This design comes from an exercise in tuning for small area, a short achievable clock period and few clock cycles per item on the open sky130 flow, not from production work. Function was checked by simulation only, so behaviour that the tests miss may differ from the original. No run shown here takes its clock network from TritonCTS; it comes from the design's own scripts or RTL. The clock port is modelled as an ideal driver, which makes a skipped or thinned clock tree look cheaper than it is; a real chip needs a root buffer or a tree. Power is estimated from default activity; no workload was simulated.

## flow/design.v

```verilog
`timescale 1ns / 1ps
`default_nettype none
module reorder(
    input  wire clk,
    input  wire rst,
    output wire  [9:0] granule_ch0_read_addr,
    input  wire [17:0] granule_ch0_read_data,
    output wire        granule_ch0_write_enable,
    output wire  [9:0] granule_ch0_write_addr,
    output wire [17:0] granule_ch0_write_data,
    output wire  [9:0] granule_ch1_read_addr,
    input  wire [17:0] granule_ch1_read_data,
    output wire        granule_ch1_write_enable,
    output wire  [9:0] granule_ch1_write_addr,
    output wire [17:0] granule_ch1_write_data,
    input  wire  [1:0] header_sampling_frequency,
    input  wire  [1:0] sideinfo_ch0_block_type,
    input  wire        sideinfo_ch0_window_switching_flag,
    input  wire        sideinfo_ch0_mixed_block_flag,
    input  wire  [1:0] sideinfo_ch1_block_type,
    input  wire        sideinfo_ch1_window_switching_flag,
    input  wire        sideinfo_ch1_mixed_block_flag,
    input  wire        stage_ready,
    output wire        stage_done
    );
	reg [9:0] idx;       
	reg [9:0] src;       
	reg [1:0] win;       
	reg [3:0] band;      
	reg [5:0] hm1;       
	reg       go;        
	reg       act;       
	reg       busy;      
	reg       done;
	reg [9:0] waddr;     
	reg       perm0, perm1;    
	wire [6:0] wm1  = {hm1, 1'b1};
	wire       win2 = win[1];
	wire       band_end = win2 & (src[7:1] == idx[7:1]);
	wire [9:0] step = win2 ? {2'b11, ~wm1, 1'b1} : {3'd0, wm1};
	wire [9:0] idx_inc;
	wire [9:0] src_sum;
	prefix_add10 inc_i (.a(idx), .b(10'd0), .ci(1'b1), .s(idx_inc));
	prefix_add10 add_s (.a(src), .b(step), .ci(~win2), .s(src_sum));
	reg [5:0] next_hm1;
	always @(*) begin
		case ({header_sampling_frequency[1], header_sampling_frequency[1] ? 1'b0 : header_sampling_frequency[0], band})
			{2'd0, 4'd0}: next_hm1 = 6'd1;
			{2'd0, 4'd1}: next_hm1 = 6'd1;
			{2'd0, 4'd2}: next_hm1 = 6'd1;
			{2'd0, 4'd3}: next_hm1 = 6'd2;
			{2'd0, 4'd4}: next_hm1 = 6'd3;
			{2'd0, 4'd5}: next_hm1 = 6'd4;
			{2'd0, 4'd6}: next_hm1 = 6'd5;
			{2'd0, 4'd7}: next_hm1 = 6'd6;
			{2'd0, 4'd8}: next_hm1 = 6'd8;
			{2'd0, 4'd9}: next_hm1 = 6'd10;
			{2'd0, 4'd10}: next_hm1 = 6'd14;
			{2'd0, 4'd11}: next_hm1 = 6'd27;
			{2'd1, 4'd0}: next_hm1 = 6'd1;
			{2'd1, 4'd1}: next_hm1 = 6'd1;
			{2'd1, 4'd2}: next_hm1 = 6'd1;
			{2'd1, 4'd3}: next_hm1 = 6'd2;
			{2'd1, 4'd4}: next_hm1 = 6'd2;
			{2'd1, 4'd5}: next_hm1 = 6'd4;
			{2'd1, 4'd6}: next_hm1 = 6'd5;
			{2'd1, 4'd7}: next_hm1 = 6'd6;
			{2'd1, 4'd8}: next_hm1 = 6'd7;
			{2'd1, 4'd9}: next_hm1 = 6'd9;
			{2'd1, 4'd10}: next_hm1 = 6'd12;
			{2'd1, 4'd11}: next_hm1 = 6'd32;
			{2'd2, 4'd0}: next_hm1 = 6'd1;
			{2'd2, 4'd1}: next_hm1 = 6'd1;
			{2'd2, 4'd2}: next_hm1 = 6'd1;
			{2'd2, 4'd3}: next_hm1 = 6'd2;
			{2'd2, 4'd4}: next_hm1 = 6'd3;
			{2'd2, 4'd5}: next_hm1 = 6'd5;
			{2'd2, 4'd6}: next_hm1 = 6'd7;
			{2'd2, 4'd7}: next_hm1 = 6'd9;
			{2'd2, 4'd8}: next_hm1 = 6'd12;
			{2'd2, 4'd9}: next_hm1 = 6'd16;
			{2'd2, 4'd10}: next_hm1 = 6'd20;
			{2'd2, 4'd11}: next_hm1 = 6'd5;
			default: next_hm1 = 6'd1;
		endcase
	end
	wire [9:0] src_next  = band_end ? idx_inc : src_sum;
	wire [3:0] band_next = band + {3'd0, band_end};
	wire short0 = sideinfo_ch0_window_switching_flag & (sideinfo_ch0_block_type == 2'd2);
	wire short1 = sideinfo_ch1_window_switching_flag & (sideinfo_ch1_block_type == 2'd2);
	wire ge3 = (band >= 4'd3);
	always @(posedge clk) begin
		waddr <= idx;
		go    <= ~rst & (stage_ready | (go & (idx != 10'd574)));
		act   <= ~rst & (stage_ready | go);
		busy  <= ~rst & (stage_ready | act);
		done  <= ~rst & act & ~go;
		perm0 <= short0 & (~sideinfo_ch0_mixed_block_flag | ge3);
		perm1 <= short1 & (~sideinfo_ch1_mixed_block_flag | ge3);
		if (go) begin
			idx   <= idx_inc;
			src   <= src_next;
			win   <= win2 ? 2'd0 : win + 2'd1;
			band  <= band_next;
			if (band_end)
				hm1 <= next_hm1;
		end else begin
			idx   <= {9'd0, stage_ready};
			src   <= {7'd0, stage_ready, 2'd0};
			win   <= {1'b0, stage_ready};
			band  <= 4'd0;
			hm1   <= 6'd1;
		end
	end
	assign granule_ch0_read_addr = perm0 ? src : idx;
	assign granule_ch1_read_addr = perm1 ? src : idx;
	assign granule_ch0_write_enable = busy;
	assign granule_ch1_write_enable = busy;
	assign granule_ch0_write_addr = waddr;
	assign granule_ch1_write_addr = waddr;
	assign granule_ch0_write_data = granule_ch0_read_data;
	assign granule_ch1_write_data = granule_ch1_read_data;
	assign stage_done = done;
endmodule
module prefix_add10(
    input  wire [9:0] a,
    input  wire [9:0] b,
    input  wire       ci,
    output wire [9:0] s
    );
	wire [9:0] p = a ^ b;
	wire [9:0] g = a & b;
	reg  [9:0] G, P, Gn, Pn;
	integer i, l;
	always @(*) begin
		G = g;
		P = p;
		G[0] = g[0] | (p[0] & ci);
		for (l = 1; l < 16; l = l * 2) begin
			Gn = G;
			Pn = P;
			for (i = 0; i < 10; i = i + 1)
				if ((i / l) % 2 == 1) begin
					Gn[i] = G[i] | (P[i] & G[(i / l) * l - 1]);
					Pn[i] = P[i] & P[(i / l) * l - 1];
				end
			G = Gn;
			P = Pn;
		end
	end
	assign s = p ^ {G[8:0], ci};
endmodule
```

## flow/flow/run.sh

```bash
#!/bin/bash
# Standard layout, with four changes: the smallest buffer on the ports,
# an ABC mapping script of its own (flow/abc_area.script),
# adders left to ABC (no full/half-adder cells), and a clock tree of one
# level of clock buffers (flow/cts_one_buffer.tcl) in place of TritonCTS.
set -euo pipefail
rm -rf scripts
cp -r "$FLOW_HOME/scripts" scripts
cp flow/abc_area.script scripts/abc_area.script
python3 - <<'PY'
p = 'scripts/cts.tcl'
s = open(p).read()
old = 'log_cmd clock_tree_synthesis {*}$cts_args'
assert old in s
s = s.replace(old, 'source $::env(ONE_CTS_TCL)')
open(p, 'w').write(s)
PY
export SCRIPTS_DIR="$PWD/scripts"
export ONE_CTS_TCL="$PWD/flow/cts_one_buffer.tcl"
export ONE_CLKPORT=clk
export ONE_CLKBUF=sky130_fd_sc_hd__clkbuf_16
export ONE_CLKGROUPS=2
export BUFFER_PORTS_ARGS="-buffer_cell sky130_fd_sc_hd__buf_1"
export ADDER_MAP_FILE=
bash standard.sh > standard.log 2>&1
```

## flow/flow/abc_area.script

```
strash
dch
dch
map -B 0.9
topo
stime -c
buffer -c
upsize -c
dnsize -c
dnsize -c
```

## flow/flow/cts_one_buffer.tcl

```tcl
# Clock tree of one level: the clock port drives ONE_CLKGROUPS (1, 2 or 4)
# clock buffers, each placed at the centre of its group of flip-flops (the
# flip-flops split at the median x, then at the median y).
set cts_block [ord::get_db_block]
set cts_dbu [$cts_block getDbUnitsPerMicron]
set cts_net [[$cts_block findBTerm $::env(ONE_CLKPORT)] getNet]
set cts_netname [$cts_net getName]
set cts_sinks {}
foreach it [$cts_net getITerms] {
  set bb [[$it getInst] getBBox]
  lappend cts_sinks [list [expr {([$bb xMin] + [$bb xMax]) / 2.0 / $cts_dbu}] \
    [expr {([$bb yMin] + [$bb yMax]) / 2.0 / $cts_dbu}] \
    "[[$it getInst] getName]/[[$it getMTerm] getName]"]
}
proc cts_split {sinks idx} {
  set s [lsort -real -index $idx $sinks]
  set h [expr {[llength $s] / 2}]
  return [list [lrange $s 0 [expr {$h - 1}]] [lrange $s $h end]]
}
set cts_groups [list $cts_sinks]
if {$::env(ONE_CLKGROUPS) >= 2} { set cts_groups [cts_split $cts_sinks 0] }
if {$::env(ONE_CLKGROUPS) >= 4} {
  set g {}
  foreach grp $cts_groups { lappend g {*}[cts_split $grp 1] }
  set cts_groups $g
}
set cts_i 0
foreach grp $cts_groups {
  set x 0.0
  set y 0.0
  set pins {}
  foreach s $grp {
    set x [expr {$x + [lindex $s 0]}]
    set y [expr {$y + [lindex $s 1]}]
    lappend pins [get_pins [lindex $s 2]]
  }
  set x [expr {$x / [llength $grp]}]
  set y [expr {$y / [llength $grp]}]
  set buf [sta::sta_to_db_inst [insert_buffer -buffer_cell $::env(ONE_CLKBUF) \
    -net $cts_netname -load_pins $pins -location [list $x $y] \
    -buffer_name clkbuf_one_$cts_i -net_name clknet_one_$cts_i]]
  foreach it [$buf getITerms] {
    if {[$it isOutputSignal]} {
      [$it getNet] setSigType CLOCK
      puts "cts_one_buffer: [$buf getName] at $x $y drives [llength $grp] sinks on [[$it getNet] getName]"
    }
  }
  incr cts_i
}
set_propagated_clock [all_clocks]
```

## flow/standard.sh

```bash
#!/bin/bash
# synth_recipe.tcl (not shown) runs the flow's synth.tcl, then flattens the netlist and writes it again
# the make line also repeats each setting of config.mk as NAME=value (left out here)
make -C /OpenROAD-flow-scripts/flow DESIGN_CONFIG=/design/flow/config.mk WORK_HOME=/design/flow/orfs CLKGATE_MAP_FILE= SYNTH_SCRIPT=/design/flow/synth_recipe.tcl "${@:-finish}"
```

## flow/config.mk

```make
export PLATFORM = sky130hd
export DESIGN_NAME = reorder
export DESIGN_NICKNAME = reorder
export VERILOG_FILES = /design/flow/design.v
export SDC_FILE = /design/flow/constraint.sdc
export NUM_CORES = 4
export LEC_CHECK = 0
export ABC_AREA = 1
export CAP_MARGIN = 20
export CORE_MARGIN = 2
export CORE_UTILIZATION = 60
export PLACE_DENSITY = 0.8
export SETUP_SLACK_MARGIN = 2.1
export SLEW_MARGIN = 20
```

## flow/constraint.sdc

```tcl
create_clock -name core_clock -period 4.0 [get_ports {clk}]
set_input_delay 0.8000 -clock core_clock [delete_from_list [all_inputs] [get_ports {clk}]]
set_output_delay 0.8000 -clock core_clock [all_outputs]
set_load 0.01 [all_outputs]
```

==> results of run 1 <==
[path summary, 6_finish.rpt]
kind | startpoint | endpoint | slack [ns] | depth (start not counted)
worst max register to register | src[1]$_SDFF_PN0_ | band[3]$_SDFF_PN0_ | 2.27 | 9
worst min-delay path | idx[8]$_SDFF_PN0_ | waddr[8]$_DFF_P_ | 0.36 | 0
worst min register to register | idx[8]$_SDFF_PN0_ | waddr[8]$_DFF_P_ | 0.36 | 0
worst max-delay path | idx[2]$_SDFF_PN0_ | granule_ch0_read_addr[2] | 2.20 | 3
[power by group]
part           switching [mW]  internal [mW]
Sequential             0.0306          0.497
Combinational          0.0873         0.0494
Clock                   0.121         0.0918
Total                   0.239          0.638
[per-layer routing]
layer / share of wire / routed length, µm / up-vias / GRT usage
met5: 0 / 0 / - / 0
met4: 0.016 / 95 / 0 / 0.0576
met3: 0.082 / 497 / 18 / 0.0304
met2: 0.48 / 2900 / 97 / 0.388
met1: 0.43 / 2590 / 1159 / 0.295
li1: - / - / 1312 / -
[sequential cells by signal (all words and copies together) (netlist names)]
register	count
act	1
band	4
busy	1
done	1
go	1
hm1	6
idx	10
perm0	1
perm1	1
src	10
waddr	10
win	2
[kinds of logic after synthesis]
kind of cell / Yosys count / share of synthesized area
simple gates: 178 / 0.273
buf+inv: 110 / 0.212
flops: 48 / 0.339
xor+xnor: 6 / 0.0185
compound gates: 77 / 0.157
[cell usage in the layout (no fill, tap or decap), types with 5 or more instances in the layout]
cell     count
nand2_1    104
buf_1       54
inv_1       49
a21oi_1     20
dfxtp_2      5
xor2_1       6
nand3_2      7
o21ai_0     35
inv_2        5
dfxtp_1     40
nand3_1     18
nor2_1      34
[timing repair]
item,CTS,global route
setup buffers,0,1
hold endpoints to repair,0,0
gates resized for setup,3,10
pin swaps,0,1
endpoints found under the setup margin,36,33
[area by class of cell, without the clock buffers]
type	instances	area [µm²]	share of cell area
sequential	48	978	0.350
tap	54	67.6	0.0242
timing repair buffer	56	215	0.0769
inverter	55	208	0.0742
multi-input combinational	261	1280	0.457
==> flow_summary.toml, run 1 <==
[routing]
drt-wirelength-per-cell_um = 12.8
firstDrtPassIters = 5
post_drt_via_cell_ratio = 5.43
drtIter0Drc = 166
drc_errors = 0
vias = 2586
antenna_left = 0
wirelength_um = 6090

[sta]
fin_crit_sh = 0.451
layout_setup_ws_ns = 2.20
finalSetupViolations = 0
hold_ws_ns = 0.361
min_period_ns = 1.80
setup_tns_ns = 0
tightest_slew_ns = 0.667
finClkSkew_ns = 0.00863
relSlewSlack = 0.555
drv_slew = 0
finalHoldViolCount = 0
rsz0062_at_grt = "yes"
max_freq_mhz = 554

[placement]
port_buffers = 55
dpl_cell_area_um2 = 2720
place_ws_ns = 1.95
gp_congestion = 0.909
dp_cells = 473
dp_hpwl_um = 4770

[worst_setup_path]
cp.required_ns = 3.20
cp_cell_sequence = "inv_1, o21ai_0, buf_1"
crit_path_top_delay_cell = "dfxtp_1"
crit_buf_inv = 2
crit_arrival_ns = 1.00
cp-end-kind = "output pin"
critical_path.startpoint_type = "flip-flop"
crit_path_max_incr_delay_ns = 0.41
path_class = "reg2out"
cp_top_family = "flip-flops"
path_max_fanout = 5

[yosys]
yosysSeqAreaShare = 0.339
async_flop_share = 0
syn-num-nets = 468
synth_area_um2 = 2840
yosys-top-cells-area = "dfxtp_1, nand2_1, buf_4"
yosys_warnings = 2
yosysMostFrequentCell = "nand2_1"
synth_commonest_cells = "nand2_1, inv_1, buf_4, dfxtp_1, o21ai_0"
avgSynthCellArea_um2 = 6.77
synth_cells = 419
ys_ff_latch = 48
synthFlopType = "dfxtp_1"
ys_types = 36
synth_edf_count = 0
synth_top_area_cell = "dfxtp_1"
synth.top_cell.area_share = 0.339

[power]
powerDensity_nw_per_um2 = 313
ir_drop_mv = 0.294
total_power_mw = 0.877
leakagePower_nw = 1.25

[global_routing]
grt_use_total = 0.224
grt.overflow.total = 0
grt_max_degree = 25
grt_pass1_wl_um = 9830
grt_pass1_vias = 2200
antenna_found_initial = 0

[cells_and_area]
final_cells = 476
fill_cells = 444
num_antenna_cells = 0
area_growth_pct = -1.37
nets = 473
design_area_um2 = 2800
final_util = 0.604
drive_above_1_share = 0.0782

[die]
rows = 25
die-area_um2 = 5290
die_w_um = 72.8
core_area_um2 = 4630
initial_core_util = 0.613
die_h_um = 72.8
io_pins = 128

[job]
drv_cap = 0

[run_status]
status = "no timing/DRC/antenna violations"

[clocking]
clock_latency_ns = 0.16
postCtsHoldBufs = 0
clk_pin_slew_ns = 0.09

[worst_hold_path]
hold_path_class = "reg2reg"
Testbench counts, summed over its fixed seeds: cycles 73,728, granules 128.
==> inputs of run 2 (changes only) <==
==> flow/flow/abc_area.script (replaced) <==
strash
dch
dch
map -B 0.9
strash
dch
dch
map -B 0.9
topo
stime -c
buffer -c
upsize -c
dnsize -c
==> flow_summary.toml, run 2 <==
[run_status]
status = "no timing/DRC/antenna violations"

[yosys]
ys_types = 38
yosysMostFrequentCell = "nand2_1"
synth.top_cell.area_share = 0.331
yosys_warnings = 2
yosys-top-cells-area = "dfxtp_1, buf_4, nand2_1"
ys_ff_latch = 48
synth_edf_count = 0
avgSynthCellArea_um2 = 7.01
synth_cells = 414
synth_area_um2 = 2900
yosysSeqAreaShare = 0.331
async_flop_share = 0
synth_top_area_cell = "dfxtp_1"
synthFlopType = "dfxtp_1"
synth_commonest_cells = "nand2_1, dfxtp_1, buf_4, inv_1, o21ai_0"
syn-num-nets = 463

[power]
total_power_mw = 0.892
powerDensity_nw_per_um2 = 311
leakagePower_nw = 1.21
ir_drop_mv = 0.281

[global_routing]
antenna_found_initial = 0
grt.overflow.total = 0
grt_pass1_wl_um = 10800
grt_pass1_vias = 2386
grt_max_degree = 25
grt_use_total = 0.243

[cells_and_area]
drive_above_1_share = 0.137
largestRegisters = "idx (10), src (10), waddr (10)"
layout_commonest_cell = "nand2_1"
area_growth_pct = -1.38
final_util = 0.610
nets = 468
most-common-layout-cells = "nand2_1, buf_1, inv_1"
num_antenna_cells = 0

[worst_setup_path]
critical_path.startpoint_type = "flip-flop"
crit_path_top_delay_cell = "dfxtp_1"
crit_arrival_ns = 1.04
path_class = "reg2out"
cp-end-kind = "output pin"
path_max_fanout = 5
cp.required_ns = 3.20
critPathLaunch = "idx[2]$_SDFF_PN0_"
crit_buf_inv = 2
cp_top_family = "flip-flops"
r2r-start = "idx[2]$_SDFF_PN0_"
cp_cell_sequence = "inv_1, o21ai_0, buf_1"
crit_path_max_incr_delay_ns = 0.42

[placement]
port_buffers = 55
dp_hpwl_um = 5160
place_ws_ns = 1.96
gp_congestion = 0.893

[die]
die-area_um2 = 5410
rows = 25
initial_core_util = 0.619
core_area_um2 = 4690
die_h_um = 73.6
io_pins = 128
die_w_um = 73.6

[clocking]
postCtsHoldBufs = 0
clock_latency_ns = 0.16
clk_pin_slew_ns = 0.09

[worst_hold_path]
worstHoldStart = "idx[6]$_SDFF_PN0_"
hold_path_class = "reg2reg"

[sta]
drv_slew = 0
relSlewSlack = 0.746
max_freq_mhz = 545
finClkSkew_ns = 0.00380
rsz0062_at_grt = "no"
tightest_slew_ns = 0.376
finalHoldViolCount = 0
min_period_ns = 1.84
fin_crit_sh = 0.459
finalSetupViolations = 0
setup_tns_ns = 0
layout_setup_ws_ns = 2.16

[routing]
drc_errors = 0
vias = 2622
antenna_left = 0
drtIter0Drc = 185
firstDrtPassIters = 5
drt-wirelength-per-cell_um = 13.9
wirelength_um = 6560
post_drt_via_cell_ratio = 5.57

[job]
drv_cap = 0
run 2: cell count changes in the layout (fill, tap and decap cells not counted), moves of 3 or more:
cell	delta
nand2_2	+16
nand3_1	-5
a21oi_1	-3
nand2_1	-19
run 2: cell type report, without the clock buffers:
cell class	instances	area (µm²)
Fill cell	433	1830
Inverter	53	201
Multi-Input combinational cell	259	1360
Sequential cell	48	980
Tap cell	54	67.6
Timing Repair Buffer	55	208
run 2: layer usage:
layer,share of wire,up-vias,track usage
met5,0,-,0
met4,0.025,0,0.0707
met3,0.069,22,0.0233
met2,0.48,114,0.430
met1,0.43,1186,0.312
li1,-,1300,-
run 2: final timing paths:
kind                                    to  slack, ns  cells past startpoint
setup / recovery  granule_ch0_read_addr[2]       2.16                      3
setup reg to reg         src[9]$_SDFF_PN0_       2.30                     12
hold reg to reg           waddr[6]$_DFF_P_       0.37                      0
hold / removal            waddr[6]$_DFF_P_       0.37                      0
run 2: what timing repair did:
action | in CTS | in global routing
resized for setup | 3 | 15
endpoints found under the setup margin | 38 | 35
setup buffers | 0 | 0
pin swaps | 0 | 0
run 2: cell families (layout without fill, tap and decap cells):
logic type	after synthesis	after routing	share of synthesized area
XOR/XNOR	5	5	0.0151
buffers and inverters	107	110	0.205
AO/OA/AOI/OAI	78	78	0.156
AND/OR/NAND/NOR	176	176	0.293
flip-flops	48	48	0.331
run 2: where the power goes:
group / internal [mW] / total [mW] / switching, mW
clock: 0.0918 / 0.211 / 0.119
combinational: 0.0534 / 0.152 / 0.0990
sequential: 0.497 / 0.529 / 0.0310
total: 0.643 / 0.892 / 0.249
run 2: stage by stage:
step	hold WS (ns)	instances	area, µm²
final	0.370	471	2860
after floorplan	0.346	414	2900
after detailed placement	0.363	469	2780
after global routing	0.378	471	2860
after global placement	0.357	469	2780
after CTS	0.372	471	2840
==> inputs of run 3 (changes only) <==
==> flow/flow/abc_area.script (replaced) <==
strash
dch
dch
map -B 0.9
topo
stime -c
buffer -c
upsize -c
dnsize -c
==> flow_summary.toml, run 3 <==
[yosys]
yosys-top-cells-area = "dfxtp_1, nand2_1, buf_4"
yosysMostFrequentCell = "nand2_1"
synth.top_cell.area_share = 0.339
ys_ff_latch = 48
async_flop_share = 0
synth_edf_count = 0
yosys_warnings = 2
synth_cells = 419
ys_types = 36
avgSynthCellArea_um2 = 6.77
synth_area_um2 = 2840
synthFlopType = "dfxtp_1"
yosysSeqAreaShare = 0.339
synth_commonest_cells = "nand2_1, inv_1, buf_4, dfxtp_1, o21ai_0"
synth_top_area_cell = "dfxtp_1"
syn-num-nets = 468

[placement]
gp_congestion = 0.909
port_buffers = 55
dpl_cell_area_um2 = 2720
dp_hpwl_um = 4770

[cells_and_area]
area_growth_pct = -1.37
nets = 473
layout_commonest_cell = "nand2_1"
num_antenna_cells = 0
drive_above_1_share = 0.0782
design_area_um2 = 2800
largestRegisters = "idx (10), src (10), waddr (10)"
most-common-layout-cells = "nand2_1, buf_1, inv_1"

[sta]
finalSetupViolations = 0
tightest_slew_ns = 0.667
hold_ws_ns = 0.361
rsz0062_at_grt = "yes"
fin_crit_sh = 0.451
drv_slew = 0
relSlewSlack = 0.555
finalHoldViolCount = 0
finClkSkew_ns = 0.00863
max_freq_mhz = 554
setup_tns_ns = 0
min_period_ns = 1.80

[routing]
vias = 2586
antenna_left = 0
wirelength_um = 6090
firstDrtPassIters = 5
post_drt_via_cell_ratio = 5.43
drc_errors = 0
drt-wirelength-per-cell_um = 12.8
drtIter0Drc = 166

[global_routing]
grt_pass1_vias = 2200
grt.overflow.total = 0
antenna_found_initial = 0
grt_max_degree = 25
grt_use_total = 0.224
grt_pass1_wl_um = 9830

[run_status]
status = "no timing/DRC/antenna violations"

[worst_setup_path]
cp.required_ns = 3.20
crit_path_max_incr_delay_ns = 0.41
cp_cell_sequence = "inv_1, o21ai_0, buf_1"
critical_path.startpoint_type = "flip-flop"
cp-end-kind = "output pin"
crit_path_top_delay_cell = "dfxtp_1"
crit_arrival_ns = 1.00
path_max_fanout = 5
path_class = "reg2out"

[die]
rows = 25
die-area_um2 = 5290
io_pins = 128
die_h_um = 72.8
initial_core_util = 0.613
core_area_um2 = 4630
die_w_um = 72.8

[worst_hold_path]
hold_path_class = "reg2reg"

[job]
drv_cap = 0

[power]
ir_drop_mv = 0.294
powerDensity_nw_per_um2 = 313
leakagePower_nw = 1.25

[clocking]
clock_latency_ns = 0.16
clk_pin_slew_ns = 0.09
postCtsHoldBufs = 0
run 3: cell count changes after synthesis, sizes merged, moves of 2 or more:
cell,change
o22ai,+3
nand4,-2
clkbuf,+2
a21oi,+3
nand3,+3
o21ai,-2
nor2,-3
o211ai,-2
xor2,+2
run 3: worst max-delay path, delay by kind of cell, from the launching register on:
family | cells | cell delay, ns
buffers and inverters | 2 | 0.29
flip-flops | 1 | 0.41
AO/OA/AOI/OAI | 1 | 0.16
run 3: final cells by class, without the clock buffers:
type / count / area, µm²
timing repair buffer: 56 / 215
inverter: 55 / 208
sequential: 48 / 978
multi-input combinational: 261 / 1280
tap: 54 / 67.6
fill: 444 / 1830
run 3: path summary, 6_finish.rpt:
check                           slack (ns)         startpoint  cells past startpoint                  endpoint
worst max-delay path                  2.20  idx[2]$_SDFF_PN0_                      3  granule_ch0_read_addr[2]
worst min-delay path                  0.36  idx[8]$_SDFF_PN0_                      0          waddr[8]$_DFF_P_
worst max register to register        2.27  src[1]$_SDFF_PN0_                      9        band[3]$_SDFF_PN0_
worst min register to register        0.36  idx[8]$_SDFF_PN0_                      0          waddr[8]$_DFF_P_
run 3: per-stage QoR:
| step | worst slack [ns] | total power [mW] | utilization | std cells |
|---|---|---|---|---|
| final | 2.20 | 0.877 | 0.604 | 476 |
| after global routing | 2.07 | 0.925 | 0.604 | 476 |
| after CTS | 2.14 | 0.879 | 0.598 | 475 |
| after detailed placement | 1.95 | 0.673 | 0.587 | 473 |
| after global placement | 2.07 | 0.669 | 0.587 | 473 |
| after floorplan | 2.28 | 0.676 | - | 419 |
run 3: repair_timing:
item                       4_1_cts  5_1_grt
setup endpoints to repair       36       33
resized for setup                3       10
pin swaps                        0        1
setup buffers                    0        1
hold endpoints to repair         0        0
run 3: per-layer routing:
| metal | wire (µm) | GRT usage |
|---|---|---|
| met5 | 0 | 0 |
| met4 | 95 | 0.0576 |
| met3 | 497 | 0.0304 |
| met2 | 2900 | 0.388 |
| met1 | 2590 | 0.295 |
run 3: cells by family after synthesis:
logic type | share of synthesized area
AO/OA/AOI/OAI | 0.157
XOR/XNOR | 0.0185
buffers and inverters | 0.212
flip-flops | 0.339
AND/OR/NAND/NOR | 0.273
run 3: power by group:
group / internal (mW) / leakage [nW] / switching [mW]
Combinational: 0.0494 / 0.834 / 0.0873
Clock: 0.0918 / 0.0246 / 0.121
Sequential: 0.497 / 0.395 / 0.0306
==> inputs of run 4 (changes only) <==
--- a/flow/config.mk
+++ b/flow/config.mk
@@ -10,5 +10,5 @@
 export CORE_MARGIN = 2
 export CORE_UTILIZATION = 60
 export PLACE_DENSITY = 0.8
-export SETUP_SLACK_MARGIN = 2.1
+export SETUP_SLACK_MARGIN = 2.0
 export SLEW_MARGIN = 20
==> flow_summary.toml, run 4 <==
[sta]
rsz0062_at_grt = "yes"
fin_crit_sh = 0.464
drv_slew = 0
finalHoldViolCount = 0
max_freq_mhz = 539
hold_ws_ns = 0.362
finalSetupViolations = 0
relSlewSlack = 0.546
min_period_ns = 1.86
tightest_slew_ns = 0.681
setup_tns_ns = 0
finClkSkew_ns = 0.00919

[die]
io_pins = 128
die_h_um = 72.8
core_area_um2 = 4630
rows = 25
die_w_um = 72.8
die-area_um2 = 5290
initial_core_util = 0.613

[yosys]
yosys-top-cells-area = "dfxtp_1, nand2_1, buf_4"
ys_ff_latch = 48
synth_top_area_cell = "dfxtp_1"
synthMuxAreaShare = 0
synth-simple-area-share = 0.273
yosysSeqAreaShare = 0.339
synth_edf_count = 0
synth_area_um2 = 2840
yosysMostFrequentCell = "nand2_1"
synthFlopType = "dfxtp_1"
synthAdderAreaFrac = 0
ys_types = 36
synth_cells = 419
synth_commonest_cells = "nand2_1, inv_1, buf_4, dfxtp_1, o21ai_0"
synth-compound-area-share = 0.157
synthXorXnorAreaFrac = 0.0185
synth.top_cell.area_share = 0.339
syn-num-nets = 468
synth_top_family_by_area = "simple AND/OR/NAND/NOR gates"
async_flop_share = 0
yosys_warnings = 2
avgSynthCellArea_um2 = 6.77

[cells_and_area]
nets = 472
most-common-layout-cells = "nand2_1, buf_1, inv_1"
layout_commonest_cell = "nand2_1"
drive_above_1_share = 0.0641
largestRegisters = "idx (10), src (10), waddr (10)"
num_antenna_cells = 0
area_growth_pct = -2.16

[placement]
gp_congestion = 0.909
dp_hpwl_um = 4770
port_buffers = 55

[routing]
firstDrtPassIters = 4
wirelength_um = 6090
drtIter0Drc = 161
vias = 2608
post_drt_via_cell_ratio = 5.49
antenna_left = 0
drt-wirelength-per-cell_um = 12.8
drc_errors = 0

[clocking]
postCtsHoldBufs = 0
clock_latency_ns = 0.16
clk_pin_slew_ns = 0.10

[global_routing]
grt_pass1_vias = 2200
grt.overflow.total = 0
antenna_found_initial = 0
grt_use_total = 0.224
grt_max_degree = 25
grt_pass1_wl_um = 9830

[power]
ir_drop_mv = 0.294
total_power_mw = 0.879
powerDensity_nw_per_um2 = 317
leakagePower_nw = 1.24

[worst_setup_path]
crit_arrival_ns = 1.06
cp-end-kind = "output pin"
cp.required_ns = 3.20
path_class = "reg2out"
path_max_fanout = 20
critical_path.startpoint_type = "flip-flop"

[worst_hold_path]
hold_path_class = "reg2reg"

[run_status]
status = "no timing/DRC/antenna violations"

[job]
drv_cap = 0
[run 4: layer usage]
metal,global-route usage,wire length [µm],vias up
met5,0,0,-
met2,0.388,2950,102
met1,0.295,2650,1172
li1,-,-,1314
met3,0.0304,398,20
met4,0.0576,102,0
[run 4: worst max-delay path, stage by stage (launching register included)]
cell and delay, ns:
dfxtp_2 0.54, nand2_1 0.10, o21ai_0 0.09, buf_1 0.17
[run 4: worst paths after layout]
| check | startpoint | endpoint | slack [ns] | depth (start not counted) |
|---|---|---|---|---|
| worst max-delay path | perm0$_DFF_P_ | granule_ch0_read_addr[7] | 2.14 | 3 |
| worst min-delay path | idx[8]$_SDFF_PN0_ | waddr[8]$_DFF_P_ | 0.36 | 0 |
| worst max register to register | src[1]$_SDFF_PN0_ | src[6]$_SDFF_PN0_ | 2.19 | 9 |
| worst min register to register | idx[8]$_SDFF_PN0_ | waddr[8]$_DFF_P_ | 0.36 | 0 |
[run 4: final cells by class, without the clock buffers]
type                    count  area [µm²]
multi-input cells         261        1270
fillers                   447        1850
well taps                  54        67.6
flip-flops and latches     48         970
repair buffers             55         206
inverters                  55         208
[run 4: cell families after synthesis]
| family | Yosys count |
|---|---|
| AO/OA/AOI/OAI | 77 |
| XOR/XNOR | 6 |
| buffers and inverters | 110 |
| flip-flops | 48 |
| AND/OR/NAND/NOR | 178 |
[run 4: metrics by stage]
step,std cells,instance area (µm²),util,worst slack [ns]
floorplan,419,2840,-,2.28
global placement,473,2720,0.587,2.07
detailed placement,473,2720,0.587,1.95
CTS,475,2770,0.598,2.14
global route,475,2780,0.599,2.00
finish,475,2780,0.599,2.14
[run 4: report_power, final]
group | internal, mW | switching, mW | leakage (nW) | total, mW
sequential | 0.498 | 0.0308 | 0.393 | 0.529
clock | 0.0919 | 0.122 | 0.0246 | 0.214
combinational | 0.0487 | 0.0877 | 0.826 | 0.136
total | 0.639 | 0.240 | 1.24 | 0.879
[run 4: repair_timing]
action                     4_1_cts  5_1_grt
buffers inserted                 0        0
setup endpoints to repair       31        8
resized for setup                3        3
cloned                           0        0
==> inputs of run 5 (changes only) <==
--- a/flow/config.mk
+++ b/flow/config.mk
@@ -10,5 +10,5 @@
 export CORE_MARGIN = 2
 export CORE_UTILIZATION = 60
 export PLACE_DENSITY = 0.8
-export SETUP_SLACK_MARGIN = 2.0
+export SETUP_SLACK_MARGIN = 2.15
 export SLEW_MARGIN = 20
==> flow_summary.toml, run 5 <==
[run_status]
status = "no timing/DRC/antenna violations"

[yosys]
synth_cells = 419
syn-num-nets = 468
yosys-top-cells-area = "dfxtp_1, nand2_1, buf_4"
avgSynthCellArea_um2 = 6.77
synth.top_cell.area_share = 0.339
yosysMostFrequentCell = "nand2_1"
async_flop_share = 0
synth_area_um2 = 2840
synthFlopType = "dfxtp_1"
yosysSeqAreaShare = 0.339
synth_top_area_cell = "dfxtp_1"
yosys_warnings = 2
synth_commonest_cells = "nand2_1, inv_1, buf_4, dfxtp_1, o21ai_0"
ys_ff_latch = 48
ys_types = 36
synth_edf_count = 0

[cells_and_area]
most-common-layout-cells = "nand2_1, buf_1, inv_1"
layout_commonest_cell = "nand2_1"
design_area_um2 = 2820
drive_above_1_share = 0.0922
area_growth_pct = -0.529
nets = 474
num_antenna_cells = 0
largestRegisters = "idx (10), src (10), waddr (10)"
final_util = 0.609

[global_routing]
grt_max_degree = 25
antenna_found_initial = 0
grt_pass1_wl_um = 9840
grt.overflow.total = 0
grt_pass1_vias = 2214
grt_use_total = 0.225

[sta]
tightest_slew_ns = 0.680
max_freq_mhz = 557
finalSetupViolations = 0
relSlewSlack = 0.546
rsz0062_at_grt = "yes"
drv_slew = 0
finClkSkew_ns = 0.00813
finalHoldViolCount = 0
setup_tns_ns = 0
min_period_ns = 1.80
fin_crit_sh = 0.449

[worst_hold_path]
min_to = "waddr[8]$_DFF_P_"
hold_path_class = "reg2reg"
worstHoldStart = "idx[8]$_SDFF_PN0_"
whs_path_depth = 0

[placement]
port_buffers = 55
dpl_cell_area_um2 = 2720
dp_hpwl_um = 4770
gp_congestion = 0.909

[routing]
firstDrtPassIters = 5
drc_errors = 0
antenna_left = 0
route.met2.wl_um = 2960
wirelength_um = 6160
wl_met3_um = 411
drtIter0Drc = 138
vias = 2611
met1_length_um = 2680
post_drt_via_cell_ratio = 5.47
drt-wirelength-per-cell_um = 12.9
top_layer = "met4"

[worst_setup_path]
path_class = "reg2out"
r2r-end = "src[2]$_DFF_P_"
reg2reg_slack_ns = 2.29
critical_path.startpoint_type = "flip-flop"
path_max_fanout = 5
r2r-start = "go$_DFF_P_"
reg2reg_depth = 5
cp-end-kind = "output pin"
crit_arrival_ns = 1.00
cp.required_ns = 3.20

[die]
rows = 25
initial_core_util = 0.613
die_w_um = 72.8
core_area_um2 = 4630
die-area_um2 = 5290
die_h_um = 72.8
io_pins = 128

[power]
leakagePower_nw = 1.27
powerDensity_nw_per_um2 = 312
ir_drop_mv = 0.295

[clocking]
clock_latency_ns = 0.16
postCtsHoldBufs = 0
clk_pin_slew_ns = 0.09

[job]
drv_cap = 0
[run 5: cell count changes in the layout (fill, tap and decap cells not counted), sizes merged]
cell,change
clkbuf,+3
buf,-1
[run 5: area by class of cell, without the clock buffers]
cell class,instances,area [µm²]
Fill cell,440,1810
Multi-Input combinational cell,261,1290
Sequential cell,48,981
Timing Repair Buffer,57,225
Inverter,55,208
Tap cell,54,67.6
[run 5: repair_timing]
| action | CTS | global route |
|---|---|---|
| setup buffers | 0 | 2 |
| pin swaps | 0 | 1 |
| resized for setup | 5 | 15 |
| setup endpoints to repair | 40 | 36 |
[run 5: worst max path at each step]
stage / from / endpoint / slack (ns)
2_1_floorplan: granule_ch0_read_data[0] / granule_ch0_write_data[0] / 2.28
3_3_place_gp: win[1]$_SDFF_PP0_ / src[3]$_SDFF_PN0_ / 2.07
3_5_place_dp: win[1]$_SDFF_PP0_ / src[3]$_SDFF_PN0_ / 1.95
4_1_cts: win[1]$_SDFF_PP0_ / band[3]$_SDFF_PN0_ / 2.16
5_1_grt: idx[1]$_SDFF_PN0_ / src[9]$_SDFF_PN0_ / 2.11
6_report: idx[7]$_SDFF_PN0_ / granule_ch0_read_addr[7] / 2.20
[run 5: cell families (layout without fill, tap and decap cells)]
family,after synthesis,in the layout,share of synthesized area
AND/OR/NAND/NOR,178,178,0.273
buffers and inverters,110,114,0.212
AO/OA/AOI/OAI,77,77,0.157
flip-flops,48,48,0.339
XOR/XNOR,6,6,0.0185
[run 5: per-layer routing]
layer  vias to the layer above  GRT usage
met5                         -          0
met4                         0     0.0617
met3                        20     0.0304
met2                       104      0.388
met1                      1174      0.294
li1                       1313          -
[run 5: through the flow]
stage	worst slack [ns]	hold WS, ns	instances	power, mW
6_report	2.20	0.361	477	0.881
3_3_place_gp	2.07	0.335	473	0.669
2_1_floorplan	2.28	0.331	419	0.676
5_1_grt	2.11	0.374	477	0.928
3_5_place_dp	1.95	0.349	473	0.673
4_1_cts	2.16	0.363	475	0.879
[run 5: where the power goes]
group          switching, mW  internal (mW)
combinational         0.0904         0.0513
sequential            0.0290          0.497
clock                  0.122         0.0919
total                  0.241          0.640
[run 5: worst max-delay path, cell delays in order (launching register included)]
cell and delay, ns:
dfxtp_2 0.39, inv_1 0.11, o21ai_0 0.17, buf_1 0.17
==> inputs of run 6 (changes only) <==
--- a/flow/config.mk
+++ b/flow/config.mk
@@ -10,5 +10,6 @@
 export CORE_MARGIN = 2
 export CORE_UTILIZATION = 60
 export PLACE_DENSITY = 0.8
-export SETUP_SLACK_MARGIN = 2.15
+export SETUP_SLACK_MARGIN = 2.2
 export SLEW_MARGIN = 20
+export TNS_END_PERCENT = 0
==> flow_summary.toml, run 6 <==
[worst_hold_path]
worstHoldStart = "idx[8]$_SDFF_PN0_"
hold_path_class = "reg2reg"
min_to = "waddr[8]$_DFF_P_"
whs_path_depth = 0

[sta]
setup_tns_ns = 0
finClkSkew_ns = 0.00748
drv_slew = 0
min_period_ns = 1.80
finalHoldViolCount = 0
rsz0062_at_grt = "yes"
max_freq_mhz = 556
fin_crit_sh = 0.450
tightest_slew_ns = 0.636
finalSetupViolations = 0
relSlewSlack = 0.575
hold_ws_ns = 0.361

[worst_setup_path]
r2r-end = "src[2]$_DFF_P_"
path_max_fanout = 10
crit_path_max_incr_delay_ns = 0.37
path_class = "reg2out"
reg2reg_depth = 5
critical_path.startpoint_type = "flip-flop"
cp_top_family = "flip-flops"
reg2reg_slack_ns = 2.34
cp.required_ns = 3.20
r2r-start = "go$_DFF_P_"
cp_cell_sequence = "buf_6, o21ai_1, clkbuf_2"
cp-end-kind = "output pin"
crit_arrival_ns = 1.00
crit_path_top_delay_cell = "dfxtp_4"
crit_buf_inv = 2

[job]
drv_cap = 0

[global_routing]
grt.overflow.total = 0
grt_pass1_wl_um = 9840
antenna_found_initial = 0
grt_max_degree = 25
grt_pass1_vias = 2214
grt_use_total = 0.225

[yosys]
syn-num-nets = 468
synth_commonest_cells = "nand2_1, inv_1, buf_4, dfxtp_1, o21ai_0"
synthFlopType = "dfxtp_1"
synth_cells = 419
avgSynthCellArea_um2 = 6.77
synth.top_cell.area_share = 0.339
synth_top_area_cell = "dfxtp_1"
ys_types = 36
yosys-top-cells-area = "dfxtp_1, nand2_1, buf_4"
synth_edf_count = 0
yosys_warnings = 2
ys_ff_latch = 48
async_flop_share = 0
yosysSeqAreaShare = 0.339
synth_area_um2 = 2840
yosysMostFrequentCell = "nand2_1"

[placement]
dp_hpwl_um = 4770
dpl_cell_area_um2 = 2720
dp_cells = 473
port_buffers = 55
gp_congestion = 0.909

[clocking]
clk_pin_slew_ns = 0.10
postCtsHoldBufs = 0
clock_latency_ns = 0.16

[cells_and_area]
design_area_um2 = 2890
area_growth_pct = 2.03
ff_latch_area_um2 = 983
largestRegisters = "idx (10), src (10), waddr (10)"
drive_above_1_share = 0.136
most-common-layout-cells = "nand2_1, inv_1, buf_1"
fill_cells = 430
nets = 477
multi_input_area_um2 = 1310
final_cells = 480
layout_commonest_cell = "nand2_1"
num_antenna_cells = 0

[die]
die_w_um = 72.8
core_area_um2 = 4630
die-area_um2 = 5290
io_pins = 128
initial_core_util = 0.613
die_h_um = 72.8
rows = 25

[power]
ir_drop_mv = 0.290
powerDensity_nw_per_um2 = 306
leakagePower_nw = 1.34
total_power_mw = 0.886

[routing]
drtIter0Drc = 180
wirelength_um = 6330
firstDrtPassIters = 4
drc_errors = 0
antenna_left = 0
post_drt_via_cell_ratio = 5.47
vias = 2626
drt-wirelength-per-cell_um = 13.2

[run_status]
status = "no timing/DRC/antenna violations"
-- run 6: cell count changes in the layout (fill, tap and decap cells not counted), moves of 4 or more --
cell      previous run  this run
buf_1               52        41
o21ai_1              4        11
o21ai_0             34        25
buf_2                0         4
clkbuf_2             3        10
-- run 6: worst max path at each step --
| stage | slack, ns | startpoint | depth (start not counted) | to |
|---|---|---|---|---|
| after floorplan | 2.28 | granule_ch0_read_data[0] | 1 | granule_ch0_write_data[0] |
| after global placement | 2.07 | win[1]$_SDFF_PP0_ | 9 | src[3]$_SDFF_PN0_ |
| after detailed placement | 1.95 | win[1]$_SDFF_PP0_ | 9 | src[3]$_SDFF_PN0_ |
| after CTS | 2.15 | idx[0]$_DFF_P_ | 3 | granule_ch0_read_addr[0] |
| after global routing | 2.13 | perm0$_DFF_P_ | 3 | granule_ch0_read_addr[7] |
| final | 2.20 | perm0$_DFF_P_ | 3 | granule_ch0_read_addr[7] |
-- run 6: area by class of cell, without the clock buffers --
cell class,instances,share of cell area
multi-input combinational,261,0.451
sequential,48,0.340
timing repair buffer,60,0.0960
inverter,55,0.0726
tap,54,0.0233
-- run 6: through the flow --
stage / setup WS (ns) / utilization
finish: 2.20 / 0.625
global route: 2.13 / 0.625
CTS: 2.15 / 0.599
detailed placement: 1.95 / 0.587
global placement: 2.07 / 0.587
floorplan: 2.28 / -
-- run 6: kinds of logic (layout without fill, tap and decap cells) --
family / count (synthesis) / in the layout / synth area share
simple gates: 178 / 178 / 0.273
buf+inv: 110 / 117 / 0.212
compound gates: 77 / 77 / 0.157
flops: 48 / 48 / 0.339
xor+xnor: 6 / 6 / 0.0185
-- run 6: report_power, final --
group	total (mW)	switching, mW	internal, mW
sequential	0.525	0.0285	0.496
clock	0.213	0.121	0.0919
combinational	0.148	0.0926	0.0551
-- run 6: metal layers --
metal  up-vias  part of all wire  routed length (µm)  global-route usage
met4         0             0.011                  67              0.0617
met2       103              0.49                3110               0.388
met5         -                 0                   0                   0
met1      1180              0.42                2660               0.294
li1       1329                 -                   -                   -
met3        14             0.077                 486              0.0304
-- run 6: repair_timing --
action                     4_1_cts  5_1_grt
gates cloned                     0        0
setup buffers                    0        5
pin swaps                        0        1
setup endpoints to repair       40       42
resized for setup                4       49
==> inputs of run 7 (changes only) <==
==> flow/flow/abc_area.script (replaced) <==
strash
dch
dch
map -B 0.95
topo
stime -c
buffer -c
upsize -c
dnsize -c
--- a/flow/config.mk
+++ b/flow/config.mk
@@ -10,6 +10,5 @@
 export CORE_MARGIN = 2
 export CORE_UTILIZATION = 60
 export PLACE_DENSITY = 0.8
-export SETUP_SLACK_MARGIN = 2.2
+export SETUP_SLACK_MARGIN = 2.1
 export SLEW_MARGIN = 20
-export TNS_END_PERCENT = 0
==> flow_summary.toml, run 7 <==
[run_status]
status = "no timing/DRC/antenna violations"

[die]
die-area_um2 = 5330
core_area_um2 = 4660
die_h_um = 73.0
initial_core_util = 0.613
io_pins = 128
rows = 25
die_w_um = 73.0

[worst_setup_path]
cp-end-kind = "output pin"
crit_arrival_ns = 1.00
path_class = "reg2out"
critical_path.startpoint_type = "flip-flop"
r2r-start = "idx[1]$_SDFF_PN0_"
reg2reg_slack_ns = 2.26
reg2reg_depth = 9
path_max_fanout = 6
r2r-end = "src[3]$_SDFF_PN0_"
cp.required_ns = 3.20

[clocking]
clk_pin_slew_ns = 0.09
postCtsHoldBufs = 0
clock_latency_ns = 0.16

[sta]
layout_setup_ws_ns = 2.20
rsz0062_at_grt = "yes"
finClkSkew_ns = 0.00959
min_period_ns = 1.80
hold_ws_ns = 0.381
drv_slew = 0
tightest_slew_ns = 0.648
setup_tns_ns = 0
fin_crit_sh = 0.450
finalHoldViolCount = 0
relSlewSlack = 0.567
max_freq_mhz = 555
finalSetupViolations = 0

[placement]
place_ws_ns = 2.04
port_buffers = 55
dp_hpwl_um = 4580
gp_congestion = 0.871

[cells_and_area]
drive_above_1_share = 0.0911
largestRegisters = "idx (10), src (10), waddr (10)"
num_antenna_cells = 0
fill_cells = 468
area_growth_pct = -1.44
final_util = 0.604
nets = 468
layout_commonest_cell = "nand2_1"
most-common-layout-cells = "nand2_1, buf_1, inv_1"

[routing]
firstDrtPassIters = 4
post_drt_via_cell_ratio = 5.43
drtIter0Drc = 184
antenna_left = 0
drc_errors = 0
wirelength_um = 5970
drt-wirelength-per-cell_um = 12.7
vias = 2559

[worst_hold_path]
hold_path_class = "reg2reg"
min_to = "waddr[2]$_DFF_P_"
worstHoldStart = "idx[2]$_SDFF_PN0_"
whs_path_depth = 0

[power]
p_seq_frac = 0.597
total_power_mw = 0.885
ir_drop_mv = 0.232
swShare = 0.274
combinationalPowerShare = 0.167
powerDensity_nw_per_um2 = 314
leakagePower_nw = 1.23
p_switching_mw = 0.243
pwr-share-clk = 0.237
intPower_mw = 0.642

[yosys]
synth_edf_count = 0
synthXorXnorAreaFrac = 0.0184
synthFlopType = "dfxtp_1"
yosys-top-cells-area = "dfxtp_1, nand2_1, buf_4"
syn-num-nets = 464
yosysSeqAreaShare = 0.336
synthAdderAreaFrac = 0
ys_types = 37
synth_cells = 415
ys_ff_latch = 48
avgSynthCellArea_um2 = 6.89
synth-compound-area-share = 0.148
yosysMostFrequentCell = "nand2_1"
synth_area_um2 = 2860
synth_top_family_by_area = "simple AND/OR/NAND/NOR gates"
synth-simple-area-share = 0.293
synth_top_area_cell = "dfxtp_1"
synth.top_cell.area_share = 0.336
yosys_warnings = 2
synth_commonest_cells = "nand2_1, dfxtp_1, buf_4"
synthMuxAreaShare = 0
async_flop_share = 0

[global_routing]
grt_use_total = 0.227
grt.overflow.total = 0
grt_max_degree = 25
grt_pass1_vias = 2228
grt_pass1_wl_um = 9940
antenna_found_initial = 0

[job]
drv_cap = 0
[run 7: stage by stage]
| step | instance area [µm²] | std cells |
|---|---|---|
| after floorplan | 2860 | 415 |
| after global placement | 2740 | 469 |
| after detailed placement | 2740 | 469 |
| after CTS | 2800 | 471 |
| after global routing | 2820 | 471 |
| final | 2820 | 471 |
[run 7: area by class of cell, without the clock buffers]
type | instances | area (µm²) | share of cell area
timing repair buffer | 55 | 206 | 0.0733
tap | 54 | 67.6 | 0.0240
multi-input combinational | 262 | 1320 | 0.470
inverter | 50 | 193 | 0.0684
sequential | 48 | 977 | 0.347
[run 7: kinds of logic after synthesis]
| kind of cell | Yosys count |
|---|---|
| buf+inv | 105 |
| xor+xnor | 6 |
| simple gates | 181 |
| flops | 48 |
| compound gates | 75 |
[run 7: worst max path at each step]
stage,end,cells past startpoint,from
2_1_floorplan,granule_ch0_write_data[0],1,granule_ch0_read_data[0]
3_3_place_gp,src[3]$_SDFF_PN0_,9,win[1]$_SDFF_PP0_
3_5_place_dp,src[3]$_SDFF_PN0_,9,win[1]$_SDFF_PP0_
4_1_cts,granule_ch1_read_addr[4],3,perm1$_DFF_P_
5_1_grt,granule_ch1_read_addr[0],3,idx[0]$_DFF_P_
6_report,granule_ch1_read_addr[7],3,idx[7]$_SDFF_PN0_
[run 7: worst max-delay path: stages (launching register included)]
cell and delay (ns):
dfxtp_1 0.38, inv_1 0.13, o21ai_0 0.16, buf_1 0.17
[run 7: per-layer routing]
metal  GRT usage  vias up  share of wire
li1            -     1289              -
met1       0.290     1167           0.44
met2       0.431       96           0.50
met3      0.0166        7          0.057
met4      0.0165        0         0.0052
met5           0        -              0
[run 7: timing repair]
item                       4_1_cts  5_1_grt
gates resized for setup          3        8
setup endpoints to repair       29       28
pin swaps                        0        0
setup buffers                    0        0
[run 7: power by group through the flow]
| stage | registers [mW] | clock network, mW | logic (mW) |
|---|---|---|---|
| 2_1_floorplan | 0.527 | 0 | 0.157 |
| 3_3_place_gp | 0.538 | 0 | 0.139 |
| 3_5_place_dp | 0.539 | 0 | 0.143 |
| 4_1_cts | 0.529 | 0.216 | 0.144 |
| 5_1_grt | 0.532 | 0.235 | 0.168 |
| 6_report | 0.528 | 0.210 | 0.147 |
==> inputs of run 8 (changes only) <==
==> flow/flow/abc_area.script (replaced) <==
strash
dch
dch
map -B 0.8
topo
stime -c
buffer -c
upsize -c
dnsize -c
==> flow_summary.toml, run 8 <==
[sta]
relSlewSlack = 0.457
drv_slew = 0
finClkSkew_ns = 0.00526
setup_tns_ns = 0
min_period_ns = 1.80
finalSetupViolations = 0
finalHoldViolCount = 0
rsz0062_at_grt = "yes"
hold_ws_ns = 0.372
max_freq_mhz = 556
tightest_slew_ns = 0.813
fin_crit_sh = 0.449

[clocking]
clk_pin_slew_ns = 0.09
clock_latency_ns = 0.16

[routing]
drc_errors = 0
antenna_left = 0
vias = 2561
drt-wirelength-per-cell_um = 12.9
wirelength_um = 6140
firstDrtPassIters = 5
drtIter0Drc = 170
post_drt_via_cell_ratio = 5.37

[yosys]
avgSynthCellArea_um2 = 6.80
synth_edf_count = 0
yosysMostFrequentCell = "nand2_1"
synth_area_um2 = 2860
async_flop_share = 0
ys_ff_latch = 48
syn-num-nets = 470
yosys_warnings = 2
synth_top_area_cell = "dfxtp_1"
yosysSeqAreaShare = 0.336
synthFlopType = "dfxtp_1"
synth.top_cell.area_share = 0.336
synth_commonest_cells = "nand2_1, inv_1, buf_4, dfxtp_1, o21ai_0"
yosys-top-cells-area = "dfxtp_1, nand2_1, buf_4"
ys_types = 37
synth_cells = 421

[global_routing]
gr-usage-met3 = 0.0207
grt_pass1_wl_um = 10100
grt.overflow.total = 0
grt.met2_usage = 0.391
grt_max_degree = 25
grt_pass1_vias = 2213
grt_use_total = 0.229
gr-usage-met1 = 0.311
antenna_found_initial = 0
grt.busiest_layer = "met2"

[cells_and_area]
area_growth_pct = -1.62
num_antenna_cells = 0
drive_above_1_share = 0.0898
most-common-layout-cells = "nand2_1, buf_1, inv_1"
largestRegisters = "idx (10), src (10), waddr (10)"
layout_commonest_cell = "nand2_1"
nets = 474
final_util = 0.605

[placement]
gp_congestion = 0.880
dp_hpwl_um = 4690
port_buffers = 55

[die]
io_pins = 128
die-area_um2 = 5340
core_area_um2 = 4660
rows = 25
initial_core_util = 0.614
die_w_um = 73.1
die_h_um = 73.1

[run_status]
status = "no timing/DRC/antenna violations"

[power]
total_power_mw = 0.883
ir_drop_mv = 0.276
leakagePower_nw = 1.24
powerDensity_nw_per_um2 = 314

[worst_setup_path]
crit_arrival_ns = 1.00
path_class = "reg2out"
cp.required_ns = 3.20
critical_path.startpoint_type = "flip-flop"
cp-end-kind = "output pin"
path_max_fanout = 4

[job]
drv_cap = 0

[worst_hold_path]
hold_path_class = "reg2reg"
-- run 8: cell types whose count changed after synthesis, sizes merged, moves of 3 or more --
cell,before,now
nand3,26,23
o2111ai,0,3
nor2,39,35
buf,48,51
inv,49,54
o21ai,37,40
-- run 8: what timing repair did --
item,4_1_cts,5_1_grt
pin swaps,0,1
endpoints found under the setup margin,39,40
hold buffers,0,0
setup buffers,0,2
resized for setup,3,11
-- run 8: layout make-up, without the clock buffers --
class / instances / area (µm²)
tap: 54 / 67.6
sequential: 48 / 981
fill: 460 / 1840
inverter: 56 / 218
timing repair buffer: 57 / 221
multi-input combinational: 260 / 1280
-- run 8: cell families (layout without fill, tap and decap cells) --
kind of cell / count (synthesis) / after routing / share of synthesized area
xor gates and xnor gates: 7 / 7 / 0.0214
buffers and inverters: 113 / 115 / 0.219
AOI/OAI and AO/OA: 78 / 78 / 0.157
DFF: 48 / 48 / 0.336
and+or+nand+nor: 175 / 175 / 0.266
-- run 8: metal layers --
layer	vias up	routed length [µm]
li1	1302	-
met1	1157	2760
met2	88	2910
met3	14	352
met4	0	113
met5	-	0
-- run 8: report_power, final --
group	total [mW]	leakage [nW]	internal (mW)	switching [mW]
logic	0.139	0.816	0.0510	0.0878
clock network	0.215	0.0246	0.0919	0.123
registers	0.530	0.396	0.498	0.0323
total	0.883	1.24	0.640	0.243
-- run 8: final timing paths --
path | start | end | slack [ns] | depth (start not counted)
max | idx[9]$_SDFF_PN0_ | granule_ch0_read_addr[9] | 2.20 | 3
min | idx[2]$_SDFF_PN0_ | waddr[2]$_DFF_P_ | 0.37 | 0
max reg2reg | idx[2]$_SDFF_PN0_ | src[2]$_DFF_P_ | 2.27 | 8
min reg2reg | idx[2]$_SDFF_PN0_ | waddr[2]$_DFF_P_ | 0.37 | 0
-- run 8: worst max-delay path, stage by stage (launching register included) --
cell	delay [ns]
dfxtp_1	0.36
inv_1	0.11
o21ai_0	0.19
buf_1	0.18
-- run 8: metrics by stage --
step           area [µm²]  worst slack, ns  std cells
6_report             2820             2.20        477
5_1_grt              2820             2.04        477
4_1_cts              2780             2.11        475
3_5_place_dp         2730             1.93        473
3_3_place_gp         2730             2.00        473
2_1_floorplan        2860             2.28        421
==> inputs of run 9 (changes only) <==
==> flow/flow/abc_area.script (replaced) <==
strash
dch -f
dch
map -B 0.9
topo
stime -c
buffer -c
upsize -c
dnsize -c
==> flow_summary.toml, run 9 <==
[run_status]
status = "no timing/DRC/antenna violations"

[sta]
tightest_slew_ns = 0.375
finClkSkew_ns = 0.00933
hold_ws_ns = 0.382
setup_tns_ns = 0
max_freq_mhz = 550
drv_slew = 0
rsz0062_at_grt = "yes"
finalSetupViolations = 0
finalHoldViolCount = 0
relSlewSlack = 0.749
min_period_ns = 1.82
fin_crit_sh = 0.455
layout_setup_ws_ns = 2.18

[yosys]
synth_commonest_cells = "nand2_1, inv_1, buf_4, dfxtp_1, o21ai_0"
yosysSeqAreaShare = 0.332
yosys-top-cells-area = "dfxtp_1, buf_4, nand2_1"
syn-num-nets = 461
avgSynthCellArea_um2 = 7.03
synth_top_area_cell = "dfxtp_1"
synth_area_um2 = 2900
synth_cells = 412
yosys_warnings = 2
ys_ff_latch = 48
yosysMostFrequentCell = "nand2_1"
ys_types = 37
async_flop_share = 0
synth.top_cell.area_share = 0.332
synthFlopType = "dfxtp_1"
synth_edf_count = 0

[power]
ir_drop_mv = 0.262
pwr-share-clk = 0.232
p_switching_mw = 0.263
leakagePower_nw = 1.21
swShare = 0.287
combinationalPowerShare = 0.190
powerDensity_nw_per_um2 = 313
p_seq_frac = 0.578
intPower_mw = 0.653

[global_routing]
grt_pass1_vias = 2295
grt.overflow.total = 0
grt_pass1_wl_um = 10100
grt_use_total = 0.231
grt_max_degree = 25
antenna_found_initial = 0

[die]
die_h_um = 73.5
die-area_um2 = 5400
core_area_um2 = 4690
die_w_um = 73.5
io_pins = 128
rows = 25
initial_core_util = 0.618

[routing]
post_drt_via_cell_ratio = 5.40
drc_errors = 0
vias = 2551
firstDrtPassIters = 4
antenna_left = 0
drtIter0Drc = 163
wirelength_um = 6430
drt-wirelength-per-cell_um = 13.6

[placement]
gp_congestion = 0.904
dpl_cell_area_um2 = 2760
port_buffers = 55
dp_hpwl_um = 4690
place_ws_ns = 1.55

[worst_setup_path]
crit_arrival_ns = 1.02
crit_path_top_delay_cell = "dfxtp_1"
path_max_fanout = 4
cp_top_family = "flip-flops"
crit_path_max_incr_delay_ns = 0.39
r2r-start = "win[1]$_SDFF_PP0_"
cp_cell_sequence = "inv_1, o21ai_0, buf_1"
path_class = "reg2out"
reg2reg_depth = 10
critical_path.startpoint_type = "flip-flop"
cp.required_ns = 3.20
crit_cells = 3
cp-end-kind = "output pin"
crit_buf_inv = 2
critPathLaunch = "idx[3]$_SDFF_PN0_"

[worst_hold_path]
whs_path_depth = 0
worstHoldStart = "idx[6]$_SDFF_PN0_"
hold_path_class = "reg2reg"

[job]
drv_cap = 0

[clocking]
clk_pin_slew_ns = 0.10
clock_latency_ns = 0.16

[cells_and_area]
layout_commonest_cell = "nand2_1"
drive_above_1_share = 0.134
num_antenna_cells = 0
nets = 469
design_area_um2 = 2930
most-common-layout-cells = "nand2_1, buf_1, inv_1"
largestRegisters = "idx (10), src (10), waddr (10)"
area_growth_pct = 1.08
run 9: cell types whose count changed after synthesis, sizes merged, moves of 3 or more:
cell / change
nand2: -11
nand3: +4
o22ai: +3
o2111ai: -3
run 9: path summary, 6_finish.rpt:
kind | slack, ns | endpoint
min reg2reg | 0.38 | waddr[6]$_DFF_P_
max | 2.18 | granule_ch1_read_addr[3]
min | 0.38 | waddr[6]$_DFF_P_
max reg2reg | 2.20 | hm1[0]$_SDFFE_PN1P_
run 9: logic make-up after synthesis:
| group | count (synthesis) | synth area share |
|---|---|---|
| AND/OR/NAND/NOR | 166 | 0.278 |
| buffers and inverters | 112 | 0.213 |
| AO/OA/AOI/OAI | 79 | 0.156 |
| flip-flops | 48 | 0.332 |
| XOR/XNOR | 7 | 0.0212 |
run 9: repair_timing:
item,CTS,global route
buffers inserted,0,5
cloned,0,1
resized for setup,8,14
pin swaps,0,1
hold buffers,0,0
setup endpoints to repair,40,35
run 9: power by group through the flow:
stage / clock network (mW) / logic [mW] / registers, mW
6_report: 0.213 / 0.174 / 0.529
3_3_place_gp: 0 / 0.151 / 0.540
3_5_place_dp: 0 / 0.154 / 0.541
2_1_floorplan: 0 / 0.167 / 0.529
4_1_cts: 0.215 / 0.158 / 0.530
5_1_grt: 0.232 / 0.195 / 0.533
run 9: final cells by class, without the clock buffers:
cell class | count | area [µm²]
Fill cell | 430 | 1760
Inverter | 55 | 210
Multi-Input combinational cell | 253 | 1380
Sequential cell | 48 | 980
Tap cell | 54 | 67.6
Timing Repair Buffer | 60 | 244
run 9: stage by stage:
stage / util / std cells / total power [mW]
floorplan: - / 412 / 0.696
finish: 0.624 / 472 / 0.916
CTS: 0.605 / 466 / 0.903
global placement: 0.588 / 464 / 0.690
global route: 0.624 / 472 / 0.960
detailed placement: 0.588 / 464 / 0.694
run 9: routing by layer:
layer | vias up | share of wire | track usage
li1 | 1295 | - | -
met1 | 1164 | 0.44 | 0.298
met2 | 84 | 0.49 | 0.434
met3 | 8 | 0.067 | 0.0192
met4 | 0 | 0.0053 | 0.0202
met5 | - | 0 | 0
==> inputs of run 10 (changes only) <==
--- a/flow/flow/run.sh
+++ b/flow/flow/run.sh
@@ -22,4 +22,5 @@
 export ONE_CLKGROUPS=2
 export BUFFER_PORTS_ARGS="-buffer_cell sky130_fd_sc_hd__buf_1"
 export ADDER_MAP_FILE=
+export RECOVER_POWER=100
 bash standard.sh > standard.log 2>&1
==> flow/flow/abc_area.script (replaced) <==
strash
dch
dch
map -B 0.9
topo
stime -c
buffer -c
upsize -c
dnsize -c
==> flow_summary.toml, run 10 <==
[run_status]
status = "no timing/DRC/antenna violations"

[yosys]
synth-compound-area-share = 0.157
synthXorXnorAreaFrac = 0.0185
yosys-top-cells-area = "dfxtp_1, nand2_1, buf_4"
synth_top_family_by_area = "simple AND/OR/NAND/NOR gates"
ys_ff_latch = 48
synth_commonest_cells = "nand2_1, inv_1, buf_4, dfxtp_1, o21ai_0"
synthAdderAreaFrac = 0
syn-num-nets = 468
yosysMostFrequentCell = "nand2_1"
avgSynthCellArea_um2 = 6.77
synth_area_um2 = 2840
synth_edf_count = 0
yosys_warnings = 2
synthFlopType = "dfxtp_1"
ys_types = 36
async_flop_share = 0
synthMuxAreaShare = 0
yosysSeqAreaShare = 0.339
synth_top_area_cell = "dfxtp_1"
synth_cells = 419
synth-simple-area-share = 0.273
synth.top_cell.area_share = 0.339

[cells_and_area]
drive_above_1_share = 0.0379
largestRegisters = "idx (10), src (10), waddr (10)"
final_util = 0.594
layout_commonest_cell = "nand2_1"
nets = 473
most-common-layout-cells = "nand2_1, buf_1, inv_1"
area_growth_pct = -3.09
num_antenna_cells = 0

[worst_setup_path]
crit_path_top_delay_cell = "dfxtp_1"
cp-end-kind = "output pin"
path_max_fanout = 20
crit_arrival_ns = 1.27
reg2reg_depth = 9
crit_cells = 2
crit_path_max_incr_delay_ns = 0.72
crit_buf_inv = 1
path_class = "reg2out"
r2r-start = "idx[1]$_SDFF_PN0_"
cp.required_ns = 3.20
critical_path.startpoint_type = "flip-flop"
reg2reg_slack_ns = 1.96
cp_cell_sequence = "o21ai_0, buf_1"
cp_top_family = "flip-flops"
r2r-end = "src[3]$_SDFF_PN0_"

[power]
total_power_mw = 0.875
ir_drop_mv = 0.296
powerDensity_nw_per_um2 = 318
leakagePower_nw = 1.23

[die]
die-area_um2 = 5290
core_area_um2 = 4630
initial_core_util = 0.613
die_h_um = 72.8
io_pins = 128
die_w_um = 72.8
rows = 25

[sta]
min_period_ns = 2.07
layout_setup_ws_ns = 1.93
finalHoldViolCount = 0
tightest_slew_ns = 0.611
setup_tns_ns = 0
rsz0062_at_grt = "yes"
finalSetupViolations = 0
max_freq_mhz = 483
fin_crit_sh = 0.517
relSlewSlack = 0.592
finClkSkew_ns = 0.00885
drv_slew = 0

[worst_hold_path]
hold_path_class = "reg2reg"
whs_path_depth = 0
min_to = "waddr[8]$_DFF_P_"
worstHoldStart = "idx[8]$_SDFF_PN0_"

[routing]
antenna_left = 0
post_drt_via_cell_ratio = 5.41
drt-wirelength-per-cell_um = 12.7
wirelength_um = 6040
firstDrtPassIters = 4
vias = 2574
drtIter0Drc = 160
drc_errors = 0

[placement]
place_ws_ns = 1.95
dp_hpwl_um = 4770
gp_congestion = 0.909
port_buffers = 55

[global_routing]
grt_use_total = 0.224
antenna_found_initial = 0
grt_pass1_wl_um = 9830
grt.overflow.total = 0
grt_pass1_vias = 2200
grt_max_degree = 25

[clocking]
clock_latency_ns = 0.16
clk_pin_slew_ns = 0.10
postCtsHoldBufs = 0

[job]
drv_cap = 0
run 10: changes by cell type in the layout (fill, tap and decap cells not counted), sizes merged, moves of 3 or more:
cell / previous run / this run
nor2: 33 / 37
buf: 60 / 55
nand2: 97 / 106
o2111ai: 0 / 3
nand3: 28 / 25
run 10: cell families after synthesis:
| family | after synthesis |
|---|---|
| compound gates | 77 |
| xor+xnor | 6 |
| buf+inv | 110 |
| flops | 48 |
| simple gates | 178 |
run 10: metrics by stage:
| stage | std cells | area [µm²] | hold slack (ns) |
|---|---|---|---|
| CTS | 475 | 2770 | 0.363 |
| finish | 476 | 2750 | 0.362 |
| detailed placement | 473 | 2720 | 0.349 |
| floorplan | 419 | 2840 | 0.331 |
| global route | 476 | 2750 | 0.374 |
| global placement | 473 | 2720 | 0.335 |
run 10: metal layers:
metal,part of all wire,GRT usage,up-vias
met4,0.010,0.0576,0
met3,0.083,0.0304,16
li1,-,-,1312
met2,0.49,0.388,97
met5,0,0,-
met1,0.42,0.295,1149
run 10: worst max-delay path by stage:
stage                                      endpoint  slack (ns)                      from
after global placement            src[3]$_SDFF_PN0_        2.07         win[1]$_SDFF_PP0_
after floorplan           granule_ch0_write_data[0]        2.28  granule_ch0_read_data[0]
after detailed placement          src[3]$_SDFF_PN0_        1.95         win[1]$_SDFF_PP0_
after CTS                  granule_ch0_read_addr[4]        2.14             perm0$_DFF_P_
after global routing              src[7]$_SDFF_PN0_        1.72         idx[1]$_SDFF_PN0_
final                      granule_ch0_read_addr[6]        1.93             perm0$_DFF_P_
run 10: power by group:
part	switching (mW)	leakage [nW]	total, mW	internal [mW]
Combinational	0.0854	0.816	0.133	0.0478
Clock	0.123	0.0246	0.215	0.0919
Sequential	0.0294	0.392	0.527	0.498
run 10: worst reg2reg max path, delay by kind of cell, from the launching register on:
family,cells,cell delay (ns)
AND/OR/NAND/NOR,5,0.94
flip-flops,1,0.44
buffers and inverters,3,0.35
AO/OA/AOI/OAI,1,0.22
run 10: timing repair:
item,4_1_cts,5_1_grt
pin swaps,0,1
resized for setup,3,10
setup endpoints to repair,36,33
setup buffers,0,1
run 10: final cells by class, without the clock buffers:
cell class	count	area [µm²]
Multi-Input combinational cell	261	1240
Timing Repair Buffer	56	214
Sequential cell	48	965
Tap cell	54	67.6
Inverter	55	208
Fill cell	457	1880

-- re-timing with driven ports --
In the flow no input, the clock included, has a driving cell. The finished layouts below were timed again as built, in two steps.
Step 1, drivers: a clkbuf_16 drives clk and a buf_2 each remaining input, both assumed.
Step 2 moves the port delays by t, midway between the first and last clock arrival at a register: inputs arrive t later, outputs are due t later. That takes back most of the time a late clock gives input paths.
Three values: ideal, step 1, step 2; two values: the first two.
| run | shift t [ns] | setup slack, ns | worst setup path after step 2 | latest minus earliest clock arrival (ns) |
|---|---|---|---|---|
| run 1 | 0.202 | 2.196 / 2.148 / 2.197 | input to register | 0.009 / 0.009 |
| run 2 | 0.203 | 2.164 / 2.115 / 2.207 | input to register | 0.004 / 0.004 |
| run 3 | 0.202 | 2.196 / 2.148 / 2.197 | input to register | 0.009 / 0.009 |
| run 4 | 0.201 | 2.143 / 2.097 / 2.187 | register to register | 0.009 / 0.010 |
| run 5 | 0.201 | 2.205 / 2.158 / 2.180 | input to register | 0.009 / 0.008 |
| run 6 | 0.201 | 2.201 / 2.154 / 2.182 | input to register | 0.007 / 0.008 |
| run 7 | 0.201 | 2.200 / 2.152 / 2.189 | input to register | 0.010 / 0.009 |
| run 8 | 0.200 | 2.203 / 2.158 / 2.063 | input to register | 0.005 / 0.005 |
| run 9 | 0.201 | 2.182 / 2.136 / 2.157 | input to register | 0.010 / 0.010 |
| run 10 | 0.203 | 1.931 / 1.884 / 1.959 | register to register | 0.009 / 0.009 |
After both steps setup and hold are still met in every run listed. For run 8, which loses most, drivers alone change the setup slack by -0.045 ns; drivers and shift together by -0.140 ns.
